Source: an optimization exercise on an open RTL-to-GDS flow (aim: small area, a short achievable clock period and few clock cycles). Production flows keep margins and buffers that such runs may drop.
In this exercise RTL edits were held to simulation tests only and were not proved equivalent to the original.

$ cat flow/design.v
module geofence (clk, reset, X, Y, valid, is_inside);
    input clk;
    input reset;
    input [9:0] X;
    input [9:0] Y;
    output valid;
    output is_inside;
    reg [3:0] phase;
    reg [9:0] tx, ty;
    reg       vsx, vsy, lsx, lsy, rsx, rsy;
    reg [9:0] vmx, vmy_n, lmx_n, lmy, rmx_n, rmy;
    reg       inside_acc;
    reg       _valid, _inside;
    assign valid = _valid;
    assign is_inside = _inside;
    wire [10:0] ex = {1'b0, X} + {1'b0, ~tx};
    wire [10:0] ey = {1'b0, Y} + {1'b0, ~ty};
    wire        dsx = ~ex[10];
    wire        dsy = ~ey[10];
    wire [9:0]  dmx = dsx ? ~ex[9:0] : ex[9:0] + 10'd1;
    wire [9:0]  dmy = dsy ? ~ey[9:0] : ey[9:0] + 10'd1;
    wire ge_l, ge_r;   
    geofence_cmp cmp_l (.an(lmx_n), .bn(vmy_n), .c(vmx), .d(lmy), .msb(ge_l));
    geofence_cmp cmp_r (.an(rmx_n), .bn(vmy_n), .c(vmx), .d(rmy), .msb(ge_r));
    wire s1l = lsx ^ vsy, s2l = vsx ^ lsy;
    wire s1r = rsx ^ vsy, s2r = vsx ^ rsy;
    wire nl1 = s1l, nl0 = s1l ^ (s1l == s2l);
    wire nr1 = s1r, nr0 = s1r ^ (s1r == s2r);
    wire nl = ge_l ? nl1 : nl0;
    wire nr = ge_r ? nr1 : nr0;
    wire active = (phase >= 4'd3) && (phase <= 4'd7);
    wire [3:0] upd_l_t = {nl1 & nr1, nl1 & nr0, nl0 & nr1, nl0 & nr0};
    wire [3:0] upd_r_t = {~nl1 & ~nr1, ~nl1 & ~nr0, ~nl0 & ~nr1, ~nl0 & ~nr0};
    wire [3:0] load_l_t = {4{active}} & upd_l_t;
    wire [3:0] load_r_t = {4{active}} & upd_r_t;
    wire load_l = (phase == 4'd2) | load_l_t[{ge_l, ge_r}];
    wire load_r = (phase == 4'd2) | load_r_t[{ge_l, ge_r}];
    wire wrap = nl & ~nr;
    always @(posedge clk or posedge reset) begin
        if (reset) begin
            phase <= 4'd0;
            _valid <= 1'b0;
            _inside <= 1'b0;
        end else begin
            phase <= (phase == 4'd8) ? 4'd0 : phase + 4'd1;
            _valid <= (phase == 4'd7);
            if (phase == 4'd7) _inside <= inside_acc | wrap;
        end
    end
    always @(posedge clk) begin
        if (phase == 4'd0) begin
            tx <= X;
            ty <= Y;
        end
        vsx <= dsx; vsy <= dsy; vmx <= dmx; vmy_n <= ~dmy;
        if (load_l) begin
            lsx <= vsx; lsy <= vsy; lmx_n <= ~vmx; lmy <= ~vmy_n;
        end
        if (load_r) begin
            rsx <= vsx; rsy <= vsy; rmx_n <= ~vmx; rmy <= ~vmy_n;
        end
        if (phase == 4'd2)
            inside_acc <= 1'b0;
        else if (active & wrap)
            inside_acc <= 1'b1;
    end
endmodule
module geofence_cmp(input [9:0] an,bn,c,d, output msb);
  wire t1 = ~(an[0] | bn[0]);
  wire t2 = ~(c[0] & d[0]);
  wire t3 = ~(an[1] | bn[0]);
  wire t4 = ~(c[1] & d[0]);
  wire t5 = ~(an[2] | bn[0]);
  wire t6 = ~(c[2] & d[0]);
  wire t7 = ~(an[3] | bn[0]);
  wire t8 = ~(c[3] & d[0]);
  wire t9 = ~(an[4] | bn[0]);
  wire t10 = ~(c[4] & d[0]);
  wire t11 = ~(an[5] | bn[0]);
  wire t12 = ~(c[5] & d[0]);
  wire t13 = ~(an[6] | bn[0]);
  wire t14 = ~(c[6] & d[0]);
  wire t15 = ~(an[7] | bn[0]);
  wire t16 = ~(c[7] & d[0]);
  wire t17 = ~(an[8] | bn[0]);
  wire t18 = ~(c[8] & d[0]);
  wire t19 = ~(an[9] | bn[0]);
  wire t20 = ~(c[9] & d[0]);
  wire t21 = ~(an[0] | bn[1]);
  wire t22 = ~(c[0] & d[1]);
  wire t23 = ~(an[1] | bn[1]);
  wire t24 = ~(c[1] & d[1]);
  wire t25 = ~(an[2] | bn[1]);
  wire t26 = ~(c[2] & d[1]);
  wire t27 = ~(an[3] | bn[1]);
  wire t28 = ~(c[3] & d[1]);
  wire t29 = ~(an[4] | bn[1]);
  wire t30 = ~(c[4] & d[1]);
  wire t31 = ~(an[5] | bn[1]);
  wire t32 = ~(c[5] & d[1]);
  wire t33 = ~(an[6] | bn[1]);
  wire t34 = ~(c[6] & d[1]);
  wire t35 = ~(an[7] | bn[1]);
  wire t36 = ~(c[7] & d[1]);
  wire t37 = ~(an[8] | bn[1]);
  wire t38 = ~(c[8] & d[1]);
  wire t39 = ~(an[9] | bn[1]);
  wire t40 = ~(c[9] & d[1]);
  wire t41 = ~(an[0] | bn[2]);
  wire t42 = ~(c[0] & d[2]);
  wire t43 = ~(an[1] | bn[2]);
  wire t44 = ~(c[1] & d[2]);
  wire t45 = ~(an[2] | bn[2]);
  wire t46 = ~(c[2] & d[2]);
  wire t47 = ~(an[3] | bn[2]);
  wire t48 = ~(c[3] & d[2]);
  wire t49 = ~(an[4] | bn[2]);
  wire t50 = ~(c[4] & d[2]);
  wire t51 = ~(an[5] | bn[2]);
  wire t52 = ~(c[5] & d[2]);
  wire t53 = ~(an[6] | bn[2]);
  wire t54 = ~(c[6] & d[2]);
  wire t55 = ~(an[7] | bn[2]);
  wire t56 = ~(c[7] & d[2]);
  wire t57 = ~(an[8] | bn[2]);
  wire t58 = ~(c[8] & d[2]);
  wire t59 = ~(an[9] | bn[2]);
  wire t60 = ~(c[9] & d[2]);
  wire t61 = ~(an[0] | bn[3]);
  wire t62 = ~(c[0] & d[3]);
  wire t63 = ~(an[1] | bn[3]);
  wire t64 = ~(c[1] & d[3]);
  wire t65 = ~(an[2] | bn[3]);
  wire t66 = ~(c[2] & d[3]);
  wire t67 = ~(an[3] | bn[3]);
  wire t68 = ~(c[3] & d[3]);
  wire t69 = ~(an[4] | bn[3]);
  wire t70 = ~(c[4] & d[3]);
  wire t71 = ~(an[5] | bn[3]);
  wire t72 = ~(c[5] & d[3]);
  wire t73 = ~(an[6] | bn[3]);
  wire t74 = ~(c[6] & d[3]);
  wire t75 = ~(an[7] | bn[3]);
  wire t76 = ~(c[7] & d[3]);
  wire t77 = ~(an[8] | bn[3]);
  wire t78 = ~(c[8] & d[3]);
  wire t79 = ~(an[9] | bn[3]);
  wire t80 = ~(c[9] & d[3]);
  wire t81 = ~(an[0] | bn[4]);
  wire t82 = ~(c[0] & d[4]);
  wire t83 = ~(an[1] | bn[4]);
  wire t84 = ~(c[1] & d[4]);
  wire t85 = ~(an[2] | bn[4]);
  wire t86 = ~(c[2] & d[4]);
  wire t87 = ~(an[3] | bn[4]);
  wire t88 = ~(c[3] & d[4]);
  wire t89 = ~(an[4] | bn[4]);
  wire t90 = ~(c[4] & d[4]);
  wire t91 = ~(an[5] | bn[4]);
  wire t92 = ~(c[5] & d[4]);
  wire t93 = ~(an[6] | bn[4]);
  wire t94 = ~(c[6] & d[4]);
  wire t95 = ~(an[7] | bn[4]);
  wire t96 = ~(c[7] & d[4]);
  wire t97 = ~(an[8] | bn[4]);
  wire t98 = ~(c[8] & d[4]);
  wire t99 = ~(an[9] | bn[4]);
  wire t100 = ~(c[9] & d[4]);
  wire t101 = ~(an[0] | bn[5]);
  wire t102 = ~(c[0] & d[5]);
  wire t103 = ~(an[1] | bn[5]);
  wire t104 = ~(c[1] & d[5]);
  wire t105 = ~(an[2] | bn[5]);
  wire t106 = ~(c[2] & d[5]);
  wire t107 = ~(an[3] | bn[5]);
  wire t108 = ~(c[3] & d[5]);
  wire t109 = ~(an[4] | bn[5]);
  wire t110 = ~(c[4] & d[5]);
  wire t111 = ~(an[5] | bn[5]);
  wire t112 = ~(c[5] & d[5]);
  wire t113 = ~(an[6] | bn[5]);
  wire t114 = ~(c[6] & d[5]);
  wire t115 = ~(an[7] | bn[5]);
  wire t116 = ~(c[7] & d[5]);
  wire t117 = ~(an[8] | bn[5]);
  wire t118 = ~(c[8] & d[5]);
  wire t119 = ~(an[9] | bn[5]);
  wire t120 = ~(c[9] & d[5]);
  wire t121 = ~(an[0] | bn[6]);
  wire t122 = ~(c[0] & d[6]);
  wire t123 = ~(an[1] | bn[6]);
  wire t124 = ~(c[1] & d[6]);
  wire t125 = ~(an[2] | bn[6]);
  wire t126 = ~(c[2] & d[6]);
  wire t127 = ~(an[3] | bn[6]);
  wire t128 = ~(c[3] & d[6]);
  wire t129 = ~(an[4] | bn[6]);
  wire t130 = ~(c[4] & d[6]);
  wire t131 = ~(an[5] | bn[6]);
  wire t132 = ~(c[5] & d[6]);
  wire t133 = ~(an[6] | bn[6]);
  wire t134 = ~(c[6] & d[6]);
  wire t135 = ~(an[7] | bn[6]);
  wire t136 = ~(c[7] & d[6]);
  wire t137 = ~(an[8] | bn[6]);
  wire t138 = ~(c[8] & d[6]);
  wire t139 = ~(an[9] | bn[6]);
  wire t140 = ~(c[9] & d[6]);
  wire t141 = ~(an[0] | bn[7]);
  wire t142 = ~(c[0] & d[7]);
  wire t143 = ~(an[1] | bn[7]);
  wire t144 = ~(c[1] & d[7]);
  wire t145 = ~(an[2] | bn[7]);
  wire t146 = ~(c[2] & d[7]);
  wire t147 = ~(an[3] | bn[7]);
  wire t148 = ~(c[3] & d[7]);
  wire t149 = ~(an[4] | bn[7]);
  wire t150 = ~(c[4] & d[7]);
  wire t151 = ~(an[5] | bn[7]);
  wire t152 = ~(c[5] & d[7]);
  wire t153 = ~(an[6] | bn[7]);
  wire t154 = ~(c[6] & d[7]);
  wire t155 = ~(an[7] | bn[7]);
  wire t156 = ~(c[7] & d[7]);
  wire t157 = ~(an[8] | bn[7]);
  wire t158 = ~(c[8] & d[7]);
  wire t159 = ~(an[9] | bn[7]);
  wire t160 = ~(c[9] & d[7]);
  wire t161 = ~(an[0] | bn[8]);
  wire t162 = ~(c[0] & d[8]);
  wire t163 = ~(an[1] | bn[8]);
  wire t164 = ~(c[1] & d[8]);
  wire t165 = ~(an[2] | bn[8]);
  wire t166 = ~(c[2] & d[8]);
  wire t167 = ~(an[3] | bn[8]);
  wire t168 = ~(c[3] & d[8]);
  wire t169 = ~(an[4] | bn[8]);
  wire t170 = ~(c[4] & d[8]);
  wire t171 = ~(an[5] | bn[8]);
  wire t172 = ~(c[5] & d[8]);
  wire t173 = ~(an[6] | bn[8]);
  wire t174 = ~(c[6] & d[8]);
  wire t175 = ~(an[7] | bn[8]);
  wire t176 = ~(c[7] & d[8]);
  wire t177 = ~(an[8] | bn[8]);
  wire t178 = ~(c[8] & d[8]);
  wire t179 = ~(an[9] | bn[8]);
  wire t180 = ~(c[9] & d[8]);
  wire t181 = ~(an[0] | bn[9]);
  wire t182 = ~(c[0] & d[9]);
  wire t183 = ~(an[1] | bn[9]);
  wire t184 = ~(c[1] & d[9]);
  wire t185 = ~(an[2] | bn[9]);
  wire t186 = ~(c[2] & d[9]);
  wire t187 = ~(an[3] | bn[9]);
  wire t188 = ~(c[3] & d[9]);
  wire t189 = ~(an[4] | bn[9]);
  wire t190 = ~(c[4] & d[9]);
  wire t191 = ~(an[5] | bn[9]);
  wire t192 = ~(c[5] & d[9]);
  wire t193 = ~(an[6] | bn[9]);
  wire t194 = ~(c[6] & d[9]);
  wire t195 = ~(an[7] | bn[9]);
  wire t196 = ~(c[7] & d[9]);
  wire t197 = ~(an[8] | bn[9]);
  wire t198 = ~(c[8] & d[9]);
  wire t199 = ~(an[9] | bn[9]);
  wire t200 = ~(c[9] & d[9]);
  wire t201, t202;
  assign {t202, t201} = 1'b1 + t19 + t20;
  wire t203 = 1'b1 ^ t39;
  wire t204 = 1'b1 & t39;
  wire t205, t206;
  assign {t206, t205} = 1'b1 + t13 + t14;
  wire t207, t208;
  assign {t208, t207} = 1'b1 + t15 + t16;
  wire t209, t210;
  assign {t210, t209} = t33 + t34 + t51;
  wire t211 = t52 ^ t69;
  wire t212 = t52 & t69;
  wire t213, t214;
  assign {t214, t213} = 1'b1 + t17 + t18;
  wire t215, t216;
  assign {t216, t215} = t35 + t36 + t53;
  wire t217, t218;
  assign {t218, t217} = t54 + t71 + t72;
  wire t219, t220;
  assign {t220, t219} = t89 + t90 + t107;
  wire t221 = t108 ^ t125;
  wire t222 = t108 & t125;
  wire t223, t224;
  assign {t224, t223} = t37 + t38 + t55;
  wire t225, t226;
  assign {t226, t225} = t56 + t73 + t74;
  wire t227, t228;
  assign {t228, t227} = t91 + t92 + t109;
  wire t229, t230;
  assign {t230, t229} = t110 + t127 + t128;
  wire t231, t232;
  assign {t232, t231} = t145 + t146 + t163;
  wire t233 = t164 ^ t181;
  wire t234 = t164 & t181;
  wire t235, t236;
  assign {t236, t235} = t40 + t57 + t58;
  wire t237, t238;
  assign {t238, t237} = t75 + t76 + t93;
  wire t239, t240;
  assign {t240, t239} = t94 + t111 + t112;
  wire t241, t242;
  assign {t242, t241} = t129 + t130 + t147;
  wire t243, t244;
  assign {t244, t243} = t148 + t165 + t166;
  wire t245, t246;
  assign {t246, t245} = t183 + t184 + t234;
  wire t247, t248;
  assign {t248, t247} = t59 + t60 + t77;
  wire t249, t250;
  assign {t250, t249} = t78 + t95 + t96;
  wire t251, t252;
  assign {t252, t251} = t113 + t114 + t131;
  wire t253, t254;
  assign {t254, t253} = t132 + t149 + t150;
  wire t255, t256;
  assign {t256, t255} = t167 + t168 + t185;
  wire t257, t258;
  assign {t258, t257} = t79 + t80 + t97;
  wire t259, t260;
  assign {t260, t259} = t98 + t115 + t116;
  wire t261, t262;
  assign {t262, t261} = t133 + t134 + t151;
  wire t263, t264;
  assign {t264, t263} = t99 + t100 + t117;
  wire t265, t266;
  assign {t266, t265} = 1'b1 + t9 + t10;
  wire t267, t268;
  assign {t268, t267} = 1'b1 + t11 + t12;
  wire t269, t270;
  assign {t270, t269} = t29 + t30 + t47;
  wire t271 = t48 ^ t65;
  wire t272 = t48 & t65;
  wire t273, t274;
  assign {t274, t273} = t31 + t32 + t49;
  wire t275, t276;
  assign {t276, t275} = t50 + t67 + t68;
  wire t277, t278;
  assign {t278, t277} = t85 + t86 + t103;
  wire t279 = t104 ^ t121;
  wire t280 = t104 & t121;
  wire t281, t282;
  assign {t282, t281} = t70 + t87 + t88;
  wire t283, t284;
  assign {t284, t283} = t105 + t106 + t123;
  wire t285, t286;
  assign {t286, t285} = t124 + t141 + t142;
  wire t287, t288;
  assign {t288, t287} = t280 + t206 + t207;
  wire t289, t290;
  assign {t290, t289} = t126 + t143 + t144;
  wire t291, t292;
  assign {t292, t291} = t161 + t162 + t212;
  wire t293, t294;
  assign {t294, t293} = t208 + t213 + t221;
  wire t295, t296;
  assign {t296, t295} = t210 + t282 + t284;
  wire t297, t298;
  assign {t298, t297} = t182 + t222 + t201;
  wire t299, t300;
  assign {t300, t299} = t214 + t233 + t216;
  wire t301, t302;
  assign {t302, t301} = t218 + t220 + t290;
  wire t303, t304;
  assign {t304, t303} = t223 + t225 + t227;
  wire t305, t306;
  assign {t306, t305} = t202 + t203 + t224;
  wire t307, t308;
  assign {t308, t307} = t226 + t228 + t230;
  wire t309, t310;
  assign {t310, t309} = t232 + t235 + t237;
  wire t311, t312;
  assign {t312, t311} = t239 + t241 + t243;
  wire t313, t314;
  assign {t314, t313} = t186 + t204 + t236;
  wire t315, t316;
  assign {t316, t315} = t238 + t240 + t242;
  wire t317, t318;
  assign {t318, t317} = t244 + t247 + t249;
  wire t319, t320;
  assign {t320, t319} = t251 + t253 + t255;
  wire t321, t322;
  assign {t322, t321} = t152 + t169 + t170;
  wire t323, t324;
  assign {t324, t323} = t187 + t188 + t248;
  wire t325, t326;
  assign {t326, t325} = t250 + t252 + t254;
  wire t327, t328;
  assign {t328, t327} = t256 + t257 + t259;
  wire t329, t330;
  assign {t330, t329} = t118 + t135 + t136;
  wire t331, t332;
  assign {t332, t331} = t153 + t154 + t171;
  wire t333, t334;
  assign {t334, t333} = t172 + t189 + t190;
  wire t335, t336;
  assign {t336, t335} = t258 + t260 + t262;
  wire t337, t338;
  assign {t338, t337} = t119 + t120 + t137;
  wire t339, t340;
  assign {t340, t339} = t138 + t155 + t156;
  wire t341, t342;
  assign {t342, t341} = t173 + t174 + t191;
  wire t343, t344;
  assign {t344, t343} = t139 + t140 + t157;
  wire t345 = 1'b1 ^ t5;
  wire t346 = 1'b1 & t5;
  wire t347, t348;
  assign {t348, t347} = 1'b1 + t7 + t8;
  wire t349, t350;
  assign {t350, t349} = t25 + t26 + t43;
  wire t351, t352;
  assign {t352, t351} = t27 + t28 + t45;
  wire t353, t354;
  assign {t354, t353} = t46 + t63 + t64;
  wire t355 = t81 ^ t82;
  wire t356 = t81 & t82;
  wire t357, t358;
  assign {t358, t357} = t66 + t83 + t84;
  wire t359, t360;
  assign {t360, t359} = t101 + t102 + t356;
  wire t361, t362;
  assign {t362, t361} = t266 + t267 + t271;
  wire t363, t364;
  assign {t364, t363} = t122 + t272 + t205;
  wire t365, t366;
  assign {t366, t365} = t268 + t279 + t270;
  wire t367, t368;
  assign {t368, t367} = t358 + t273 + t275;
  wire t369, t370;
  assign {t370, t369} = t211 + t274 + t276;
  wire t371, t372;
  assign {t372, t371} = t278 + t209 + t281;
  wire t373, t374;
  assign {t374, t373} = t283 + t285 + t364;
  wire t375, t376;
  assign {t376, t375} = t286 + t215 + t217;
  wire t377, t378;
  assign {t378, t377} = t219 + t289 + t288;
  wire t379, t380;
  assign {t380, t379} = t291 + t293 + t370;
  wire t381, t382;
  assign {t382, t381} = t229 + t231 + t292;
  wire t383, t384;
  assign {t384, t383} = t294 + t297 + t296;
  wire t385, t386;
  assign {t386, t385} = t299 + t376 + t301;
  wire t387, t388;
  assign {t388, t387} = t298 + t245 + t300;
  wire t389, t390;
  assign {t390, t389} = t302 + t305 + t304;
  wire t391, t392;
  assign {t392, t391} = t307 + t382 + t309;
  wire t393, t394;
  assign {t394, t393} = t246 + t306 + t308;
  wire t395, t396;
  assign {t396, t395} = t313 + t310 + t312;
  wire t397, t398;
  assign {t398, t397} = t315 + t317 + t319;
  wire t399, t400;
  assign {t400, t399} = t261 + t321 + t314;
  wire t401, t402;
  assign {t402, t401} = t316 + t323 + t318;
  wire t403, t404;
  assign {t404, t403} = t320 + t325 + t327;
  wire t405, t406;
  assign {t406, t405} = t322 + t263 + t329;
  wire t407, t408;
  assign {t408, t407} = t331 + t333 + t324;
  wire t409, t410;
  assign {t410, t409} = t326 + t328 + t335;
  wire t411, t412;
  assign {t412, t411} = t192 + t264 + t330;
  wire t413, t414;
  assign {t414, t413} = t332 + t334 + t337;
  wire t415, t416;
  assign {t416, t415} = t339 + t341 + t336;
  wire t417, t418;
  assign {t418, t417} = t158 + t175 + t176;
  wire t419, t420;
  assign {t420, t419} = t193 + t194 + t338;
  wire t421, t422;
  assign {t422, t421} = t340 + t342 + t343;
  wire t423, t424;
  assign {t424, t423} = t159 + t160 + t177;
  wire t425, t426;
  assign {t426, t425} = t178 + t195 + t196;
  wire t427 = 1'b1 ^ t3;
  wire t428 = 1'b1 & t3;
  wire t429, t430;
  assign {t430, t429} = t6 + t23 + t24;
  wire t431 = t41 ^ t42;
  wire t432 = t41 & t42;
  wire t433, t434;
  assign {t434, t433} = t44 + t61 + t62;
  wire t435, t436;
  assign {t436, t435} = t346 + t432 + t347;
  wire t437, t438;
  assign {t438, t437} = t265 + t348 + t355;
  wire t439, t440;
  assign {t440, t439} = t350 + t434 + t351;
  wire t441, t442;
  assign {t442, t441} = t352 + t354 + t269;
  wire t443, t444;
  assign {t444, t443} = t357 + t438 + t359;
  wire t445, t446;
  assign {t446, t445} = t277 + t360 + t362;
  wire t447, t448;
  assign {t448, t447} = t363 + t365 + t442;
  wire t449, t450;
  assign {t450, t449} = t287 + t366 + t368;
  wire t451, t452;
  assign {t452, t451} = t369 + t446 + t371;
  wire t453, t454;
  assign {t454, t453} = t372 + t295 + t374;
  wire t455, t456;
  assign {t456, t455} = t375 + t377 + t379;
  wire t457, t458;
  assign {t458, t457} = t378 + t303 + t381;
  wire t459, t460;
  assign {t460, t459} = t380 + t383 + t454;
  wire t461, t462;
  assign {t462, t461} = t311 + t384 + t387;
  wire t463, t464;
  assign {t464, t463} = t386 + t389 + t458;
  wire t465, t466;
  assign {t466, t465} = t388 + t390 + t393;
  wire t467, t468;
  assign {t468, t467} = t392 + t395 + t397;
  wire t469, t470;
  assign {t470, t469} = t394 + t399 + t396;
  wire t471, t472;
  assign {t472, t471} = t401 + t398 + t403;
  wire t473, t474;
  assign {t474, t473} = t405 + t400 + t407;
  wire t475, t476;
  assign {t476, t475} = t402 + t404 + t409;
  wire t477, t478;
  assign {t478, t477} = t406 + t411 + t413;
  wire t479, t480;
  assign {t480, t479} = t408 + t410 + t415;
  wire t481, t482;
  assign {t482, t481} = t417 + t412 + t414;
  wire t483, t484;
  assign {t484, t483} = t419 + t421 + t416;
  wire t485, t486;
  assign {t486, t485} = t344 + t418 + t423;
  wire t487, t488;
  assign {t488, t487} = t425 + t420 + t422;
  wire t489, t490;
  assign {t490, t489} = t179 + t180 + t197;
  wire t491, t492;
  assign {t492, t491} = t198 + t424 + t426;
  wire t493 = t4 ^ t21;
  wire t494 = t4 & t21;
  wire t495, t496;
  assign {t496, t495} = t428 + t494 + t345;
  wire t497, t498;
  assign {t498, t497} = t430 + t349 + t433;
  wire t499, t500;
  assign {t500, t499} = t353 + t436 + t437;
  wire t501, t502;
  assign {t502, t501} = t361 + t440 + t441;
  wire t503, t504;
  assign {t504, t503} = t367 + t444 + t445;
  wire t505, t506;
  assign {t506, t505} = t373 + t448 + t449;
  wire t507, t508;
  assign {t508, t507} = t450 + t452 + t453;
  wire t509, t510;
  assign {t510, t509} = t385 + t457 + t456;
  wire t511, t512;
  assign {t512, t511} = t391 + t460 + t461;
  wire t513, t514;
  assign {t514, t513} = t462 + t464 + t465;
  wire t515, t516;
  assign {t516, t515} = t466 + t469 + t468;
  wire t517, t518;
  assign {t518, t517} = t470 + t473 + t472;
  wire t519, t520;
  assign {t520, t519} = t477 + t474 + t476;
  wire t521, t522;
  assign {t522, t521} = t478 + t481 + t483;
  wire t523, t524;
  assign {t524, t523} = t485 + t482 + t487;
  wire t525, t526;
  assign {t526, t525} = t489 + t486 + t491;
  wire t527, t528;
  assign {t528, t527} = t199 + t200 + t490;
  wire t529 = 1'b1 ^ t1;
  wire t530 = 1'b1 & t1;
  wire t531, t532;
  assign {t532, t531} = t22 + t530 + t427;
  wire t533, t534;
  assign {t534, t533} = t431 + t429 + t532;
  wire t535, t536;
  assign {t536, t535} = t496 + t435 + t534;
  wire t537, t538;
  assign {t538, t537} = t498 + t439 + t499;
  wire t539, t540;
  assign {t540, t539} = t500 + t443 + t501;
  wire t541, t542;
  assign {t542, t541} = t502 + t447 + t503;
  wire t543, t544;
  assign {t544, t543} = t504 + t451 + t505;
  wire t545, t546;
  assign {t546, t545} = t455 + t506 + t507;
  wire t547, t548;
  assign {t548, t547} = t459 + t508 + t509;
  wire t549, t550;
  assign {t550, t549} = t463 + t510 + t511;
  wire t551, t552;
  assign {t552, t551} = t467 + t512 + t513;
  wire t553, t554;
  assign {t554, t553} = t471 + t514 + t515;
  wire t555, t556;
  assign {t556, t555} = t475 + t516 + t517;
  wire t557, t558;
  assign {t558, t557} = t479 + t518 + t519;
  wire t559, t560;
  assign {t560, t559} = t480 + t520 + t521;
  wire t561, t562;
  assign {t562, t561} = t484 + t523 + t522;
  wire t563, t564;
  assign {t564, t563} = t488 + t525 + t524;
  wire t565, t566;
  assign {t566, t565} = t492 + t527 + t526;
  wire [20:0] r0 = {1'b0, t528, t564, t562, t560, t558, t556, t554, t552, t550, t548, t546, t544, t542, t540, t538, t536, t497, t495, t493, t2};
  wire [20:0] r1 = {1'b0, t566, t565, t563, t561, t559, t557, t555, t553, t551, t549, t547, t545, t543, t541, t539, t537, t535, t533, t531, t529};
  wire [20:0] s = r0 + r1;
  assign msb = s[20];
endmodule
$ cat flow/flow/run.sh
#!/bin/bash
# The standard layout, with one step added after synthesis: flow/fapol.py
# picks the polarity of each full-adder cell (a full adder is self-dual), of
# each half adder (rebuilt from an xor and an and-type gate) and of 2-input
# and/or gates, so that few inverters are left in the carry-save trees, and
# puts each full adder's latest-arriving input on its fastest pin (CIN);
# cells that drive many pins get a larger drive strength, and cells with a
# stronger size of the same area in the library get that size.
# The registers keep their names and cell types (some get a larger drive
# strength); the other changes are to combinational cells.
# Each tool's output goes to a log here: synth.log, fapol.log, finish.log
# (ORFS also keeps each step's log under orfs/logs).
set -euo pipefail
R=orfs/results/$FLOW_PLATFORM/geofence/base
bash standard.sh synth > synth.log 2>&1
cp $R/1_2_yosys.v $R/1_2_yosys.std.v
python3 flow/fapol.py $R/1_2_yosys.std.v $R/1_2_yosys.v > fapol.log 2>&1
rm -f $R/1_synth.odb $R/1_synth.sdc
bash standard.sh finish > finish.log 2>&1
$ cat flow/flow/fapol.py
#!/usr/bin/env python3
"""Picks signal polarities around the full and half adders of a Yosys netlist.

A full adder is self-dual: FA(~a, ~b, ~c) = (~sum, ~cout), so each sky130 fa
cell may be flipped (inputs and outputs taken complemented). A half adder is
rebuilt from an xor2/xnor2 and a 2-input and-type gate, which take inputs in
either polarity and give outputs in either polarity. 2-input and/nand/or/nor
gates may give their output complemented (and2 <-> nand2, or2 <-> nor2).
Inverters are put back only where a load needs the other polarity of a net
(at most one per net). Flips are chosen by simulated annealing on inverter
count and gate area. Then each full adder gets its latest-arriving input on
CIN, its fastest pin, and its earliest on A. Registers are not touched;
inverters that drive a port or an assign are left alone.
Last, a cell driving many pins gets a larger drive strength, and a cell
whose library has a stronger size of the same area gets that size.
usage: fapol.py in.v out.v [seed]
"""
import re, sys, random, math
from collections import defaultdict
sys.setrecursionlimit(100000)

src = re.sub(r'\(\*.*?\*\)', '', open(sys.argv[1]).read())
seed = int(sys.argv[3]) if len(sys.argv) > 3 else 1
mstart = src.index('module ')
head_end = src.index(');', mstart) + 2
body = src[head_end:src.rindex('endmodule')]
stmts = re.findall(r'\s*(.*?;)', body, re.S)
decls = []; insts = []; others = []
inst_re = re.compile(r'(\S+)\s+(\S+)\s*\((.*)\)\s*;', re.S)
for s in stmts:
    t = s.strip()
    if t.startswith(('wire', 'input', 'output', 'reg')):
        decls.append(t)
    elif t.startswith('assign'):
        others.append(t)
    else:
        m = inst_re.match(t)
        assert m, t
        typ, name, pins = m.groups()
        pm = [(p, n.strip()) for p, n in re.findall(r'\.(\w+)\(([^()]*)\)', pins)]
        insts.append([typ, name, pm])

OUTP = {'X', 'Y', 'Q', 'Q_N', 'SUM', 'COUT', 'HI', 'LO'}
PFX = 'sky130_fd_sc_hd__'
def kind(t):
    b = t[len(PFX):] if t.startswith(PFX) else t
    m = re.fullmatch(r'(\w+?)_(\d+)', b)
    return (m.group(1), m.group(2)) if m else (b, '')
def is_inv(t): return kind(t)[0] == 'inv'
def is_fa(t): return kind(t)[0] == 'fa'
def is_ha(t): return kind(t)[0] == 'ha' and kind(t)[1] == '1'
FLEX = {'and2': 'nand2', 'nand2': 'and2', 'or2': 'nor2', 'nor2': 'or2', 'mux2': 'mux2i', 'mux2i': 'mux2'}
CHEAP = {'nand2', 'nor2', 'mux2i'}
OUTPIN = {'and2': 'X', 'or2': 'X', 'mux2': 'X', 'nand2': 'Y', 'nor2': 'Y', 'mux2i': 'Y'}
def is_flex(t):
    k, d = kind(t)
    return k in FLEX and d in ('0', '1', '2', '4') and (FLEX[k] + '_' + d) in LIBCELLS
LIBCELLS = set(re.findall(r'cell \("' + PFX + r'(\w+)"\)', open('/OpenROAD-flow-scripts/flow/platforms/sky130hd/lib/sky130_fd_sc_hd__tt_025C_1v80.lib').read()))

protected = set()
for o in others:
    for w in re.findall(r'\\?[A-Za-z_][\w$]*(?:\s*\[\d+\])?', o):
        protected.add(w.replace(' ', ''))
for d in decls:
    if d.startswith(('input', 'output')):
        for nm in re.sub(r'^(input|output)\s+(\[[^\]]*\]\s*)?', '', d).rstrip(';').split(','):
            protected.add(nm.strip())
pbase = set(p.split('[')[0].strip() for p in protected)
def is_prot(n): return n in protected or n.split('[')[0].strip() in pbase

drv = {}
for k, (t, n, pm) in enumerate(insts):
    for p, net in pm:
        if p in OUTP: drv[net] = k
removable = set()
for k, (t, n, pm) in enumerate(insts):
    if is_inv(t):
        d = dict(pm)
        if not is_prot(d['Y']) and d['A'] in drv:
            removable.add(k)
def root(net):
    par = 0
    while net in drv and drv[net] in removable:
        net = dict(insts[drv[net]][2])['A']; par ^= 1
    return net, par

fa_set = set(k for k, (t, n, pm) in enumerate(insts) if is_fa(t)
             and not any(is_prot(net) for p, net in pm if p in OUTP))
ha_set = set(k for k, (t, n, pm) in enumerate(insts) if is_ha(t)
             and not any(is_prot(net) for p, net in pm if p in OUTP))
flex_set = set(k for k, (t, n, pm) in enumerate(insts) if k not in removable and is_flex(t)
               and not any(is_prot(net) for p, net in pm if p in OUTP))
fa_ids = sorted(fa_set)

loads = defaultdict(list)   # root net -> [(inst, pin index, parity)]
for k, (t, n, pm) in enumerate(insts):
    if k in removable: continue
    for i, (p, net) in enumerate(pm):
        if p in OUTP: continue
        r, par = root(net)
        loads[r].append((k, i, par))
flip = defaultdict(int)
def drv_kind(r):
    k = drv.get(r)
    if k in fa_set: return 'fa'
    if k in ha_set or k in flex_set: return 'free'
    return 'fixed'
def wants(r):
    w = set()
    for (k, i, par) in loads[r]:
        if k in ha_set: continue          # a half adder takes either polarity
        w.add(par ^ (flip[k] if k in fa_set else 0))
    return w
def choose(r):
    """(driver polarity, cost) for root net r"""
    w = wants(r)
    dk = drv_kind(r)
    if dk == 'fa':
        d = flip[drv[r]]
    elif dk == 'free':
        if len(w) == 1: d = next(iter(w))
        else:
            d = 1 if kind(insts[drv[r]][0])[0] in FLEX and FLEX.get(kind(insts[drv[r]][0])[0]) in CHEAP and len(w) == 2 else 0
            if kind(insts[drv[r]][0])[0] in CHEAP: d = 0
    else:
        d = 0
    cost = 1.0 if any(x != d for x in w) else 0.0
    k = drv.get(r)
    if k in flex_set:
        base = kind(insts[k][0])[0]
        now = base if d == 0 else FLEX[base]
        if now not in CHEAP: cost += 0.67
    return d, cost
touch = {}
for k in fa_ids:
    s = set()
    for p, net in insts[k][2]:
        s.add(root(net)[0] if p not in OUTP else net)
    touch[k] = s
allnets = list(set(loads.keys()) | set(n for n in drv if drv[n] not in removable))
cost = sum(choose(r)[1] for r in allnets)
start = cost
rng = random.Random(seed)
best = cost; bestflip = dict(flip)
steps = 300000
for step in range(steps):
    T = 2.0 * (1 - step / steps) + 0.01
    k = rng.choice(fa_ids)
    before = sum(choose(r)[1] for r in touch[k])
    flip[k] ^= 1
    after = sum(choose(r)[1] for r in touch[k])
    d = after - before
    if d <= 0 or rng.random() < math.exp(-d / T):
        cost += d
        if cost < best - 1e-9:
            best = cost; bestflip = dict(flip)
    else:
        flip[k] ^= 1
flip = defaultdict(int, bestflip)
sys.stderr.write(f'cost {start:.1f} -> {best:.1f}; flipped {sum(flip.values())} of {len(fa_ids)} adders\n')

# rebuild
pol = {}
for r in allnets: pol[r] = choose(r)[0]
new_insts = []; new_wires = []; invnet = {}
cnt = [0]
def fresh(prefix):
    cnt[0] += 1
    return f'_{prefix}{cnt[0]}_'
def get_inv(r):
    if r not in invnet:
        n = fresh('pol'); invnet[r] = n; new_wires.append(n)
        new_insts.append([PFX + 'inv_1', fresh('polinv'), [('A', r), ('Y', n)]])
    return invnet[r]
rewired = {}; inpol = {}
for r, ls in loads.items():
    d = pol.get(r, 0)
    for (k, i, par) in ls:
        if k in ha_set:
            rewired[(k, i)] = r
            inpol[(k, i)] = par ^ d        # physical = wanted ^ inpol
            continue
        w = par ^ (flip[k] if k in fa_set else 0)
        rewired[(k, i)] = get_inv(r) if w != d else r
out_insts = []
for k, (t, n, pm) in enumerate(insts):
    if k in removable: continue
    pm2 = [(p, rewired.get((k, i), net)) for i, (p, net) in enumerate(pm)]
    if k in flex_set:
        outn = [v for p, v in pm2 if p in OUTP][0]
        if pol.get(outn, 0):
            b, dstr = kind(t)
            t = PFX + FLEX[b] + '_' + dstr
            op = OUTPIN[FLEX[b]]
            pm2 = [((op if p in ('X', 'Y') else p), v) for p, v in pm2]
    if k in ha_set:
        d = dict(pm2)
        pa = inpol[(k, [p for p, v in pm].index('A'))]
        pb = inpol[(k, [p for p, v in pm].index('B'))]
        ps = pol.get(d['SUM'], 0); pc = pol.get(d['COUT'], 0)
        A, B = d['A'], d['B']
        xt = 'xor2_1' if (pa ^ pb ^ ps) == 0 else 'xnor2_1'
        out_insts.append([PFX + xt, n + 's', [('A', A), ('B', B), ('X' if xt == 'xor2_1' else 'Y', d['SUM'])]])
        # carry: a & b, inputs physical A = a ^ pa, B = b ^ pb, output c ^ pc
        if pa == 0 and pb == 0:
            ct, pins = ('and2_1', 'X') if pc == 0 else ('nand2_1', 'Y'), [('A', A), ('B', B)]
        elif pa == 1 and pb == 1:
            ct, pins = ('nor2_1', 'Y') if pc == 0 else ('or2_1', 'X'), [('A', A), ('B', B)]
        else:
            An, Bp = (A, B) if pa == 1 else (B, A)   # An carries ~x, Bp carries y
            ct, pins = ('and2b_1', 'X') if pc == 0 else ('nand2b_1', 'Y'), [('A_N', An), ('B', Bp)]
        out_insts.append([PFX + ct[0], n + 'c', pins + [(ct[1], d['COUT'])]])
        continue
    out_insts.append([t, n, pm2])
out_insts += new_insts

# pin order of full adders by estimated arrival
FA_D = {'A': (0.57, 0.45), 'B': (0.54, 0.42), 'CIN': (0.52, 0.40)}
odrv = {}
for idx, (t, n, pm) in enumerate(out_insts):
    for p, net in pm:
        if p in OUTP: odrv[net] = (idx, p)
SEQ = ('dfxtp', 'dfrtp', 'edfxtp', 'dfstp', 'dfbbp', 'dfxbp', 'dfrbp', 'sdf', 'dlx', 'conb')
arr = {}
def arrival(net):
    if net in arr: return arr[net]
    d = odrv.get(net)
    if d is None:
        arr[net] = 0.0; return 0.0
    t, n, pm = out_insts[d[0]]
    b = kind(t)[0]
    if b.startswith(SEQ):
        arr[net] = 0.4; return 0.4
    arr[net] = 0.0
    ins = [(p, v) for p, v in pm if p not in OUTP]
    if is_fa(t):
        k = 0 if d[1] == 'SUM' else 1
        a = max(arrival(v) + FA_D[p][k] for p, v in ins)
    else:
        dl = 0.06 if b == 'inv' else 0.25 if b.startswith('x') else 0.2
        a = max([arrival(v) for p, v in ins] or [0.0]) + dl
    arr[net] = a
    return a
swapped = 0
for _ in range(3):
    arr.clear()
    for idx, (t, n, pm) in enumerate(out_insts):
        if not is_fa(t): continue
        d = dict(pm)
        nets = sorted([d['A'], d['B'], d['CIN']], key=arrival)
        new = {'A': nets[0], 'B': nets[1], 'CIN': nets[2]}
        if new != {'A': d['A'], 'B': d['B'], 'CIN': d['CIN']}:
            swapped += 1
            out_insts[idx][2] = [(p, new.get(p, v)) for p, v in pm]
sys.stderr.write(f'adders with inputs reordered: {swapped}\n')

# drive strength by fanout: a cell (not a full or half adder, inverter or
# buffer) that drives 4 or more pins (counted through buffers) gets the _2 size, 8 or more the _4 size,
# where the library has it; nothing is made smaller
fo = defaultdict(int)
for t, n, pm in out_insts:
    for p, v in pm:
        if p not in OUTP: fo[v] += 1
# buffers left by synthesis (removed by the floorplan step) count through
ldr = defaultdict(list)
for t, n, pm in out_insts:
    for p, v in pm:
        if p not in OUTP: ldr[v].append((t, pm))
def eff_fo(v, depth=0):
    tot = 0
    for t, pm in ldr[v]:
        if kind(t)[0] in ('buf', 'clkbuf') and depth < 20:
            tot += sum(eff_fo(w, depth + 1) for p, w in pm if p in OUTP)
        else:
            tot += 1
    return tot
for v in list(fo): fo[v] = eff_fo(v)
upsized = 0
for idx, (t, n, pm) in enumerate(out_insts):
    b, dstr = kind(t)
    if not dstr or b in ('fa', 'ha', 'inv', 'buf', 'clkbuf', 'conb'): continue
    outs = [v for p, v in pm if p in OUTP]
    if not outs: continue
    f = max(fo[v] for v in outs)
    want = 4 if f >= 8 else 2 if f >= 4 else 0
    if not want: continue
    for size in (want, 2):
        if size and int(dstr) < size and f'{b}_{size}' in LIBCELLS:
            out_insts[idx][0] = PFX + f'{b}_{size}'
            upsized += 1
            break
# sizes the library gives at the same area: take the stronger one
SAME = {('a21bo', '1'): '2', ('a21boi', '0'): '1', ('a31o', '1'): '2', ('and2', '0'): '1',
        ('and4bb', '1'): '2', ('inv', '1'): '2', ('mux2', '1'): '2', ('o211a', '1'): '2',
        ('o21ai', '0'): '1', ('o21ba', '1'): '2', ('o221a', '1'): '2', ('o311ai', '0'): '1',
        ('or2', '0'): '2', ('or2', '1'): '2', ('or3b', '1'): '2', ('or4b', '1'): '2'}
for idx, (t, n, pm) in enumerate(out_insts):
    k = kind(t)
    if k in SAME and t.startswith(PFX):
        out_insts[idx][0] = PFX + k[0] + '_' + SAME[k]
        upsized += 1
sys.stderr.write(f'cells upsized: {upsized}\n')

out = [src[:head_end]]
for d in decls: out.append('  ' + d)
for w in new_wires: out.append(f'  wire {w};')
for t, n, pm in out_insts:
    pins = ',\n'.join(f'    .{p}({v}' + (' )' if v.startswith('\\') else ')') for p, v in pm)
    name = n if not n.startswith('\\') else n
    out.append(f'  {t} {name} (\n{pins}\n  );')
for o in others: out.append('  ' + o)
out.append('endmodule')
open(sys.argv[2], 'w').write('\n'.join(out) + '\n')
cnt_inv = sum(1 for t, n, pm in out_insts if is_inv(t))
sys.stderr.write(f'inverters {sum(1 for t,n,pm in insts if is_inv(t))} -> {cnt_inv}\n')
$ cat flow/standard.sh
#!/bin/bash
# synth_recipe.tcl (not shown) runs the flow's synth.tcl, then flattens the netlist and writes it again
# the make line also repeats each setting of config.mk as NAME=value (left out here)
make -C /OpenROAD-flow-scripts/flow DESIGN_CONFIG=/design/flow/config.mk WORK_HOME=/design/flow/orfs CLKGATE_MAP_FILE= SYNTH_SCRIPT=/design/flow/synth_recipe.tcl "${@:-finish}"
$ cat flow/config.mk
export PLATFORM = sky130hd
export DESIGN_NAME = geofence
export DESIGN_NICKNAME = geofence
export VERILOG_FILES = /design/flow/design.v
export SDC_FILE = /design/flow/constraint.sdc
export NUM_CORES = 4
export LEC_CHECK = 0
export ABC_CLOCK_PERIOD_IN_PS = 6000
export CAP_MARGIN = 20
export CORE_MARGIN = 2
export CORE_UTILIZATION = 50
export SETUP_SLACK_MARGIN = 5
export SLEW_MARGIN = 20
$ cat flow/constraint.sdc
create_clock -name core_clock -period 12.0 [get_ports {clk}]
set_input_delay 2.4000 -clock core_clock [delete_from_list [all_inputs] [get_ports {clk}]]
set_output_delay 2.4000 -clock core_clock [all_outputs]
set_load 0.01 [all_outputs]
==> results.cfg, run 1 <==
[outcome]
outcome = no timing/DRC/antenna violations

[grt]
antenna_found_initial = 0
overflow = 0
grt_max_degree = 23
grt_pass1_vias = 10500
grt_pass1_wl_mm = 55.9
track_usage_pct = 24.3

[worst_setup_path]
worst_setup_path_end_kind = flip-flop
arrival_ns = 6.79
worstPathCellList = nor2_2, fa_1, fa_1, fa_1, fa_1, fa_1, fa_1, xor2_1, nand4_1, a2111oi_0, buf_4, o31ai_2, o41ai_4, buf_4
cp_data_required_time_ns = 12.02
cpMostUsedCell = fa_1
critPathTopFamily = adder cells
path_class = reg2reg
worstPathMaxFanout = 22
critPathLaunchType = flip-flop
critPathBufInv = 2
slowest_delay_ns = 1.00
critPathSlowestCell = a2111oi_0

[sta]
final-hold-violation-count = 0
slew_violations = 0
tightest_slew_ns = 1.11
fin_tns_setup_ns = 0
fin_crit_ns = 6.77
fmax_mhz = 148
finalClockSkew_ns = 0.00728
fin_crit_sh_pct = 56.4
timing.slew.headroom_pct = 24.0
rsz0062_at_grt = false
setup_viol = 0

[cts]
clkTransAtPathRegs_ns = 0.07
cts_inserted_buffers = 9
root_buffer = clkbuf_16
post_cts_buffers = 0
ctsHoldBuffers = 0
cts_max_path_buffers = 2
htree_levels = 3
cts_resized = 0
clk_latency_ns = 0.34
cts.sink_count = 93
cts_tree = yes

[route]
avgViaCountPerCell = 5.55
ant_nets = 0
first_iter_violations = 521
num_vias = 9203
routedWlPerCell_um = 20.7
postRouteWirelength_mm = 34.3
drc = 0
first_pass_iters = 5

[synth]
syn_nets = 1656
synth.avg_cell_area_um2 = 10.9
syn_inst = 1304
synth.cell_area_um2 = 14300
yosys_warnings = 1

[floorplan]
dieArea_um2 = 29900
boundaryPins = 24
rows = 61
core_area_um2 = 27900
die_h_um = 173
die_w_um = 173
start_util_pct = 51.0

[layout]
antennaDiodeCount = 0
nFillCells = 2504
drive_gt1_share_pct = 19.8
nets = 1628
syn_to_final_growth_pct = 5.45

[placement]
portBuffers = 23
place.gp.congestion = 0.832
dpl.hpwl_mm = 25.8

[worst_hold_path]
hold_class = reg2reg

[run]
drv_cap = 0
## final cells by class
type | instances | area (um2) | area share (%)
Multi-Input combinational cell | 1109 | 11300 | 74.8
Sequential cell | 93 | 2620 | 17.4
Inverter | 38 | 143 | 0.949
Clock buffer | 10 | 250 | 1.66
Timing Repair Buffer | 25 | 245 | 1.63
Tap cell | 378 | 473 | 3.15
Clock inverter | 6 | 51.3 | 0.341
## metal layers
layer	vias up	share of wire [%]	GRT usage, %
met5	-	0	0
met2	347	52	43.5
met1	4771	38	30.6
met4	0	3.2	8.51
met3	77	6.6	2.88
li1	4008	-	-
## metrics by stage
step	utilization, %	std cells	area [um2]	setup WS, ns	hold WS [ns]
finish	53.8	1659	15000	5.23	0.459
global route	53.8	1659	15000	5.16	0.501
CTS	53.8	1659	15000	5.33	0.465
detailed placement	52.8	1643	14700	5.40	0.455
global placement	52.8	1643	14700	5.32	0.440
floorplan	-	1304	14300	5.78	0.425
## registers in the layout (all words and copies together), names as in the netlist, 4 cells and up
signal	cells
tx	10
lmy	10
vmy_n	10
vmx	10
rmx_n	10
rmy	10
lmx_n	10
ty	10
phase	4
## path summary, 6_finish.rpt
check	slack (ns)	cells past startpoint	from	end
max	5.23	14	lmx_n[4]	lmx_n[1]
min reg2reg	0.46	2	inside_acc	inside_acc
max reg2reg	5.23	14	lmx_n[4]	lmx_n[1]
min in group asynchronous	2.24	2	reset	_inside
min	0.46	2	inside_acc	inside_acc
max in group asynchronous	9.61	2	reset	phase[3]
## cell usage in the layout, fill, tap and decap left out, drive strengths merged, types with 3 or more instances in the layout
cell type and count:
o21a 3, nor2b 3, xnor2 61, o21ai 16, fa 330, a31o 3
clkbuf 10, clkdlybuf4s50 23, dfrtp 6, clkinv 4, and2 68, nand4 7
nand2 222, o31ai 6, a21o 12, a31oi 3, inv 40, nand3 7
and2b 25, or2 19, xor2 67, a21oi 19, and3 3, nor2 207
dfxtp 23, edfxtp 64
## worst min-delay path: cells and delay by family, from the launching register on
kind | cells | cell delay, ns
flops | 1 | 0.31
compound gates | 1 | 0.06
simple gates | 1 | 0.05
Testbench counts, summed over its fixed seeds: cycles 10,800.
==> run 2: changes to the inputs <==
--- a/flow/config.mk
+++ b/flow/config.mk
@@ -9,5 +9,5 @@
 export CAP_MARGIN = 20
 export CORE_MARGIN = 2
-export CORE_UTILIZATION = 50
+export CORE_UTILIZATION = 60
 export SETUP_SLACK_MARGIN = 5
 export SLEW_MARGIN = 20
==> run 2 against run 1 <==
Still clean on timing, DRC and antenna. Routed wire length fell by 1.2%. Fmax grew 5.5%. Hold slack lost 0.0047 ns. Synthesized area is the same. Via count up 0.49%. Global-route usage increased by 5.7 points. First-iteration DRC count grew 12%. Die area decreased by 16%. Clock skew increased by 0.00057 ns. Largest cell class unchanged. Highest routed layer unchanged.
==> results.cfg, run 2 <==
[sta]
rsz0062_at_grt = false
fin_crit_ns = 6.42
setup_ws_ns = 5.58
timing.slew.headroom_pct = 55.7
tightest_slew_ns = 0.664
fmax_mhz = 156
finalClockSkew_ns = 0.00786
slew_violations = 0
fin_tns_setup_ns = 0
whs_ns = 0.455
final-hold-violation-count = 0
fin_crit_sh_pct = 53.5
setup_viol = 0

[route]
first_pass_iters = 5
num_vias = 9248
drc = 0
avgViaCountPerCell = 5.78
ant_nets = 0
first_iter_violations = 584
routedWlPerCell_um = 21.2
postRouteWirelength_mm = 33.9

[worst_hold_path]
hold_class = reg2reg

[worst_setup_path]
cpMostUsedCell = fa_1
cp_data_required_time_ns = 12.03
critPathLaunchType = flip-flop
worst_setup_path_end_kind = flip-flop
path_class = reg2reg
worstPathMaxFanout = 22
arrival_ns = 6.45
slowest_delay_ns = 0.65
critPathSlowestCell = edfxtp_1
worstPathCellList = or2_2, xnor2_1, fa_1, fa_1, fa_1, fa_1, fa_1, fa_1, xor2_1, a21oi_1, o21ai_1, a221oi_1, o21ai_1, or3_1, and2_1, o41ai_4, buf_4

[layout]
syn_to_final_growth_pct = 5.05
drive_gt1_share_pct = 19.6
final_common_cell = fa_1
layout_common_cells = fa_1, nand2_1, nor2_2, nor2_1, xor2_1
nets = 1628
antennaDiodeCount = 0

[grt]
overflow = 0
track_usage_pct = 30.0
grt_max_degree = 23
grt_pass1_wl_mm = 55.2
grt_pass1_vias = 10400
antenna_found_initial = 0

[cts]
htree_levels = 3
ctsHoldBuffers = 0
cts.sink_count = 93
cts_inserted_buffers = 9
cts_max_path_buffers = 2
clk_latency_ns = 0.35
root_buffer = clkbuf_16
cts_tree = yes
cts_resized = 0
post_cts_buffers = 0
clkTransAtPathRegs_ns = 0.07

[synth]
syn_nets = 1656
syn_inst = 1304
yosys_warnings = 1
synth.cell_area_um2 = 14300
synth.avg_cell_area_um2 = 10.9

[floorplan]
core_area_um2 = 23400
die_h_um = 158
start_util_pct = 60.9
die_w_um = 158
rows = 56
dieArea_um2 = 25000
boundaryPins = 24

[outcome]
outcome = no timing/DRC/antenna violations

[run]
drv_cap = 0

[placement]
portBuffers = 23
dp_slack_ns = 5.66
dpl.hpwl_mm = 25.5
place.gp.congestion = 0.865
-- run 2: area by class of cell --
class | count | area [um2]
multi-input combinational | 1109 | 11300
sequential | 93 | 2620
fill | 1958 | 8420
clock inverter | 5 | 82.6
tap | 319 | 399
inverter | 38 | 143
clock buffer | 11 | 233
timing repair buffer | 25 | 248
-- run 2: final timing paths --
check	startpoint	end	slack [ns]	cells past startpoint
hold reg to reg	inside_acc	inside_acc	0.45	2
setup reg to reg	rmx_n[7]	lmx_n[4]	5.58	17
min in group asynchronous	reset	phase[1]	2.24	2
hold / removal	inside_acc	inside_acc	0.45	2
setup / recovery	rmx_n[7]	lmx_n[4]	5.58	17
max in group asynchronous	reset	phase[3]	9.61	2
-- run 2: per-stage QoR --
stage | cell area, um2 | cells | util [%]
finish | 15000 | 1600 | 64.0
CTS | 15000 | 1600 | 64.0
global route | 15000 | 1600 | 64.0
global placement | 14700 | 1583 | 62.6
floorplan | 14300 | 1304 | -
detailed placement | 14700 | 1584 | 62.7
-- run 2: metal layers --
metal  part of all wire, %  global-route usage, %
met5                     0                      0
met2                    51                   51.9
met1                    38                   37.9
met3                   6.5                   4.27
met4                   4.1                   13.0
-- run 2: worst max-delay path: cells and delay by family, from the launching register on --
kind / cells / cell delay, ns
buf+inv: 1 / 0.34
fa+ha+maj: 6 / 2.63
flops: 1 / 0.65
xor+xnor: 2 / 0.34
simple gates: 3 / 1.04
compound gates: 5 / 1.08
==> run 3: changes to the inputs <==
--- a/flow/config.mk
+++ b/flow/config.mk
@@ -6,4 +6,5 @@
 export NUM_CORES = 4
 export LEC_CHECK = 0
+export ABC_AREA = 1
 export ABC_CLOCK_PERIOD_IN_PS = 6000
 export CAP_MARGIN = 20
==> run 3 against run 2 <==
Still clean. Sequential share of layout area decreased by 0.59 points. Final area increased by 2.7%. Die area increased by 2.5%. Core utilization decreased by 0.21 points. First-iteration DRC count increased by 38%. Synthesized area increased by 2.6%. Routed wire length increased by 5.1%. Via count increased by 8.8%. Setup slack improved by 0.31 ns. Critical path depth unchanged. Largest cell class unchanged.
==> results.cfg, run 3 <==
[outcome]
outcome = no timing/DRC/antenna violations

[route]
avgViaCountPerCell = 5.68
drc = 0
first_iter_violations = 803
ant_nets = 0
first_pass_iters = 5
num_vias = 10100
routedWlPerCell_um = 20.1
postRouteWirelength_mm = 35.6

[cts]
post_cts_buffers = 0
cts_resized = 0
cts.sink_count = 93
cts_tree = yes
htree_levels = 3
clkTransAtPathRegs_ns = 0.07
cts_max_path_buffers = 2
cts_inserted_buffers = 9
root_buffer = clkbuf_16
ctsHoldBuffers = 0
clk_latency_ns = 0.35

[sta]
rsz0062_at_grt = false
final-hold-violation-count = 0
setup_viol = 0
fmax_mhz = 164
finalClockSkew_ns = 0.0118
tightest_slew_ns = 0.865
timing.slew.headroom_pct = 42.1
fin_crit_ns = 6.11
setup_ws_ns = 5.89
slew_violations = 0
fin_tns_setup_ns = 0
whs_ns = 0.458
fin_crit_sh_pct = 50.9

[synth]
synth.cell_area_um2 = 14600
synth.avg_cell_area_um2 = 9.99
yosys_warnings = 1
syn_nets = 1816
syn_inst = 1464

[floorplan]
core_area_um2 = 24100
dieArea_um2 = 25600
die_w_um = 160
start_util_pct = 60.7
rows = 57
die_h_um = 160
boundaryPins = 24

[placement]
dp_slack_ns = 5.97
placed_area_um2 = 15000
place.gp.congestion = 0.949
portBuffers = 23
dpl.hpwl_mm = 28.2

[worst_setup_path]
cp_data_required_time_ns = 11.98
critPathLaunchType = flip-flop
worstPathMaxFanout = 22
worst_setup_path_end_kind = flip-flop
path_class = reg2reg
arrival_ns = 6.09

[worst_hold_path]
hold_class = reg2reg

[grt]
track_usage_pct = 30.4
grt_pass1_vias = 11400
antenna_found_initial = 0
grt_pass1_wl_mm = 58.9
grt_max_degree = 23
overflow = 0

[layout]
layout_common_cells = nand2_1, fa_1, and2_1, inv_2, nor2_1
final_common_cell = nand2_1
drive_gt1_share_pct = 12.3
antennaDiodeCount = 0
syn_to_final_growth_pct = 5.15
nets = 1793
nFillCells = 2065
design_area_um2 = 15400

[run]
drv_cap = 0
-- run 3: cell count changes in the layout (fill, tap and decap cells not counted), moves of 9 or more --
cell / before / now
a21oi_1: 18 / 27
xnor2_1: 49 / 16
a21o_1: 11 / 2
nand2_1: 222 / 352
nand2b_1: 0 / 20
inv_2: 38 / 101
nor2_2: 119 / 3
and2_1: 65 / 172
or2_2: 19 / 1
xor2_1: 67 / 80
nand3_1: 7 / 31
-- run 3: layer usage --
layer / track usage, % / vias up / wire length [um]
li1: - / 4418 / -
met1: 37.6 / 5085 / 13000
met2: 53.2 / 443 / 18200
met3: 4.60 / 114 / 2780
met4: 14.0 / 0 / 1660
met5: 0 / - / 0
-- run 3: cell type report --
class | instances | area [um2] | area share [%]
Clock buffer | 11 | 264 | 1.72
Clock inverter | 5 | 83.8 | 0.545
Inverter | 103 | 397 | 2.58
Multi-Input combinational cell | 1211 | 11400 | 74.1
Sequential cell | 93 | 2600 | 16.9
Tap cell | 324 | 405 | 2.64
Timing Repair Buffer | 23 | 230 | 1.50
-- run 3: final timing paths --
check / startpoint / end / slack [ns] / cells after the start
min reg2reg: inside_acc / inside_acc / 0.46 / 2
min: inside_acc / inside_acc / 0.46 / 2
max in group asynchronous: reset / phase[0] / 9.62 / 2
max reg2reg: vmy_n[4] / rmx_n[1] / 5.89 / 17
min in group asynchronous: reset / phase[1] / 2.23 / 2
max: vmy_n[4] / rmx_n[1] / 5.89 / 17
-- run 3: critical path, stage by stage (launching register included) --
cell	delay, ns
dfxtp_2	0.47
inv_2	0.24
and2_1	0.25
fa_1	0.46
fa_1	0.44
fa_1	0.49
fa_1	0.52
fa_1	0.50
fa_1	0.54
xor2_1	0.19
nand2_1	0.10
nor2_1	0.16
nand4_1	0.17
nor2_1	0.27
nand2_1	0.11
nand4_1	0.09
nand2_2	0.11
o21ai_4	0.61
-- run 3: metrics by stage --
stage | util [%] | std cells
6_report | 63.8 | 1770
5_1_grt | 63.8 | 1770
4_1_cts | 63.8 | 1770
3_5_place_dp | 62.4 | 1754
3_3_place_gp | 62.4 | 1754
2_1_floorplan | - | 1464

## static timing again, ports no longer ideal
How much do the figures lean on ideal ports? The routed layouts below were timed once more, with nothing changed but the port constraints. Step 1 sets driving cells, clkbuf_16 on the clock port and buf_2 on the other inputs (assumed; they add their load-dependent delay and slew). Step 2 moves the port delays by t, midway between the first and last clock arrival at a register: inputs arrive t later, outputs are due t later. That takes back most of the time a late clock gives input paths. Three values: no drivers, after step 1, after step 2; two values: the first two.
| run | t (ns) | setup slack, ns | worst setup path after step 2 |
|---|---|---|---|
| run 1 | 0.384 | 5.229 / 5.229 / 5.229 | register to register |
| run 2 | 0.394 | 5.580 / 5.580 / 5.580 | register to register |
| run 3 | 0.389 | 5.889 / 5.889 / 5.889 | register to register |
After both steps every run listed still meets setup and hold.
